This is an optimization exercise on Yosys and OpenROAD, whose aim is small area, not a production implementation.
In this exercise RTL edits were held to simulation tests only and were not proved equivalent to the original.
No activity file was given, so power comes from the tool's default toggle rates. The clock port is modelled as an ideal driver; clocking choices that lean on that would not hold on a real chip.

run A:
## genWave
module genWave
( input  var        i_clk48     
, input  var        i_rst48_n   
, input  var        i_pause     
, input  var [ 4:0] i_osc_sel   
, input  var [23:0] i_t_freq    
, input  var        i_tf_valid  
, input  var [ 7:0] i_wav_sel   
, input  var        i_ws_valid  
, output var [15:0] o_sample    
, output var        o_pulse     
);
Size in the first run: roughly 3200 cells after synthesis, ~59 I/O pins, roughly 37000 sq um of cells after synthesis.
==> flow/config.mk <==
export PLATFORM = sky130hd
export DESIGN_NAME = genWave
export DESIGN_NICKNAME = genWave
export VERILOG_FILES = /design/flow/design.v
export SDC_FILE = /design/flow/constraint.sdc
export NUM_CORES = 4
export LEC_CHECK = 0
export ABC_AREA = 1
export CAP_MARGIN = 20
export CORE_MARGIN = 2
export CORE_UTILIZATION = 70
export CTS_BUF_LIST = sky130_fd_sc_hd__clkbuf_16
export CTS_CLUSTER_DIAMETER = 100
export CTS_CLUSTER_SIZE = 30
export PLACE_DENSITY = 0.78
export SLEW_MARGIN = 20
==> flow/constraint.sdc <==
create_clock -name core_clock -period 20.8 [get_ports {i_clk48}]
set_input_delay 4.1600 -clock core_clock [delete_from_list [all_inputs] [get_ports {i_clk48}]]
set_output_delay 4.1600 -clock core_clock [all_outputs]
set_load 0.01 [all_outputs]
standard.sh (not shown) runs the stock make flow with config.mk's settings and CLKGATE_MAP_FILE= SYNTH_SCRIPT=/design/flow/synth_recipe.tcl, a recipe that flattens the netlist after the stock synthesis.
==> flow/flow/run.sh <==
#!/bin/bash
# The standard layout (standard.sh), changed in three ways:
#  - synthesis maps the logic with ABC's area mapper (amap, flow/abc_area.script),
#    which turns the ring shift registers' write selects into one o22ai per bit;
#  - clock tree synthesis inserts no dummy loads;
#  - the ports are buffered with the smallest buffer.
# Registers, their names and their cell types are those of the standard synthesis:
# only the combinational mapping differs.
set -euo pipefail
WORK=$(pwd)
rm -rf "$WORK/scripts"
cp -r "$FLOW_HOME/scripts" "$WORK/scripts"
cp "$WORK/flow/abc_area.script" "$WORK/scripts/abc_area.script"
export SCRIPTS_DIR="$WORK/scripts"
export CTS_ARGS="-sink_clustering_enable -repair_clock_nets -sink_clustering_size 30 -sink_clustering_max_diameter 100 -buf_list sky130_fd_sc_hd__clkbuf_16 -dont_use_dummy_load"
export BUFFER_PORTS_ARGS="-buffer_cell sky130_fd_sc_hd__buf_1"
bash standard.sh synth > "$WORK/synth.log" 2>&1
bash standard.sh > "$WORK/layout.log" 2>&1
==> flow/flow/abc_area.script <==
strash
dch
amap
What run B does differently from run A at the input level:
diff --git a/flow/design.v b/flow/design.v
--- a/flow/design.v
+++ b/flow/design.v
@@ -53,35 +53,42 @@
   if (i_ld) begin
     x <= qph[15] ? 18'd0 : {16'hDBD9, 2'b00};
     y <= qph[15] ? {16'hDBD9, 2'b00} : 18'd0;
     p <= {qph, 7'd0};
   end else begin
     x <= x_n;
     y <= y_n;
     p <= p_n;
   end
+logic at_edge, edge_hi;
+always_comb begin
+  at_edge = (qphf[15:5] == 11'h7FF) || (qphf[15:5] == 11'h000);
+  edge_hi = qphf[15] && (qphf[4:0] > 5'd4);
+end
+logic [5:0] lo_val;
+always_comb lo_val = {1'b0, qphf[4:0]} + {2'b0, qphf[4:1]};
 always_comb
-  if (qphf > 16'd65508)   o_sin = 16'hFFFE;
-  else if (qphf < 16'd32) o_sin = qphf + (qphf >> 1);
-  else                    o_sin = y[17:2];
+  if (!at_edge)        o_sin = y[17:2];
+  else if (edge_hi) o_sin = 16'hFFFE;
+  else              o_sin = qphf[15] ? y[17:2] : {10'd0, lo_val};
 endmodule
 `default_nettype none
 module saw2sin
 ( input  var [15:0] i_saw
 , input  var [15:0] i_qsin
 , output var [15:0] o_sin
 , output var        o_c
 );
 logic invert;
 always_comb invert = i_saw[15];
 logic reverse;
 always_comb reverse = i_saw[14];
-always_comb o_sin = {invert, i_qsin[15:1] ^ {15{invert}}};
+always_comb o_sin = {1'b0, i_qsin[15:1]};  
 always_comb o_c   = reverse ? (!invert && i_qsin[0]) : invert;
 endmodule
 `default_nettype none
 module genWave
 ( input  var        i_clk48     
 , input  var        i_rst48_n   
 , input  var        i_pause     
 , input  var [ 4:0] i_osc_sel   
 , input  var [23:0] i_t_freq    
@@ -125,28 +132,37 @@
 logic [14:0] st_in;
 gw_step m_step
 ( .i_f  (i_t_freq)
 , .o_st (st_in)
 );
 logic [1:0] w_in;
 always_comb w_in = (i_wav_sel[7:2] == 6'd0) ? i_wav_sel[1:0] : 2'd0;
 logic [4:0] wpos;  
 always_comb wpos = i_osc_sel + rot;
+logic [3:0] dec_st, dec_ws;
+logic [7:0] dec_hi;
+always_comb begin
+  for (int i = 0; i < 4; i++) begin
+    dec_st[i] = i_tf_valid && (wpos[1:0] == 2'(i));
+    dec_ws[i] = i_ws_valid && (wpos[1:0] == 2'(i));
+  end
+  for (int i = 0; i < 8; i++) dec_hi[i] = (wpos[4:2] == 3'(i));
+end
 logic [15:0] ph_r [0:31];
 logic [14:0] st_r [0:31];
 logic [ 1:0] w_r  [0:31];
 logic [15:0] ph_new;   
 for (genvar p = 0; p < 32; p++) begin: l_ring
   localparam int Q = (p + 31) % 32;
   logic wst, wws;
   always_comb begin
-    wst = i_tf_valid && (wpos == 5'(p));
-    wws = i_ws_valid && (wpos == 5'(p));
+    wst = dec_st[p % 4] && dec_hi[p / 4];
+    wws = dec_ws[p % 4] && dec_hi[p / 4];
   end
   if (p == 1) begin: l_upd
     always_ff @(posedge i_clk48) ph_r[p] <= ph_new;
   end else begin: l_shift
     always_ff @(posedge i_clk48) ph_r[p] <= ph_r[Q];
   end
   if (p % 2 == 0) begin: l_even
     always_ff @(posedge i_clk48) begin
       st_r[p] <= ~(wst ? ~st_in : st_r[Q]);
@@ -199,31 +215,31 @@
 );
 logic [15:0] sine;   
 logic        sine_c;
 saw2sin m_saw2sin
 ( .i_saw  (ph)
 , .i_qsin (qsin)
 , .o_sin  (sine)
 , .o_c    (sine_c)
 );
+logic [15:0] sample_src;
+always_comb
+  case (w)
+    2'd0:    sample_src = ph;
+    2'd1:    sample_src = 16'h8000;
+    2'd2:    sample_src = {~ph[14], ph[13:0], 1'b0};
+    default: sample_src = sine;
+  endcase
 logic [15:0] sample;
 logic        sample_c;
 always_comb begin
-  sample_c = 1'b0;
-  case (w)
-    2'd0: sample = ph;
-    2'd1: sample = {~ph[15], {15{ph[15]}}};
-    2'd2: sample = ph[15] ? {ph[14], ~ph[13:0], 1'b1} : {~ph[14], ph[13:0], 1'b0};
-    default: begin
-      sample   = sine;
-      sample_c = sine_c;
-    end
-  endcase
+  sample   = sample_src ^ {16{ph[15] && (w != 2'd0)}};
+  sample_c = (w == 2'd3) && sine_c;
 end
 logic [20:0] acc;
 logic [ 5:0] m;  
 logic        shift;
 always_comb shift = slot[5] && (m != 6'd0);
 logic [15:0] addend;
 always_comb addend = sample & {16{fin}};
 logic [20:0] acc_in, acc_sum;
 always_comb acc_in = shift ? {acc[20], acc[20:1]} : acc;
==> run notes <==
Arithmetic-cell share of the synthesized area counting full adders, half adders and majority gates: run B vs run A — no meaningful difference. Of run A and run B, run B shows the lower cell area, with run A above it. Run A -> run B: post-layout net count decreased by a few percent. Run B against run A; final wirelength is down by a little under 10%. Delta (run B minus run A): worst stage delay on the critical path went up by 0.05 ns, global routing met2 resource utilization lower. Run B against run A: area share of and/or/nand/nor cells after synthesis decreased by 1.1 points relative to the old numbers, worst hold slack decreased by 0.0076 ns relative to the old numbers, number of iterations in the first detailed-routing pass -1, fraction of area in clock buffers and inverters closely matched the old numbers. Against run A, power in run B fell by a few percent.

## re-timing with driven ports
The results above use ideal ports. As a check the final layouts listed here were re-extracted and re-timed, cells and wires unchanged.
Step 1 (the two cells are an assumption about what drives the block):
set clk [get_ports {i_clk48}]
set_driving_cell -lib_cell sky130_fd_sc_hd__clkbuf_16 $clk
set_driving_cell -lib_cell sky130_fd_sc_hd__buf_2 [delete_from_list [all_inputs] $clk]
Step 2, shift: input delay + t, output delay - t, t = (earliest + latest rising clock arrival at the registers) / 2. This alone moves slack from input paths to output paths.
Slacks: ideal ports / drivers / drivers and shift; pairs: ideal ports / drivers.
| run | shift t [ns] | slack for setup (ns) | hold slack, ns |
|---|---|---|---|
| run A | 0.649 | 6.684 / 6.724 / 6.074 | 0.296 / 0.296 / 0.296 |
| run B | 0.662 | 6.980 / 7.017 / 6.355 | 0.288 / 0.288 / 0.288 |
After both steps every run listed still meets setup and hold. For run B, which loses most, drivers alone change the setup slack by +0.037 ns; drivers and shift together by -0.625 ns.
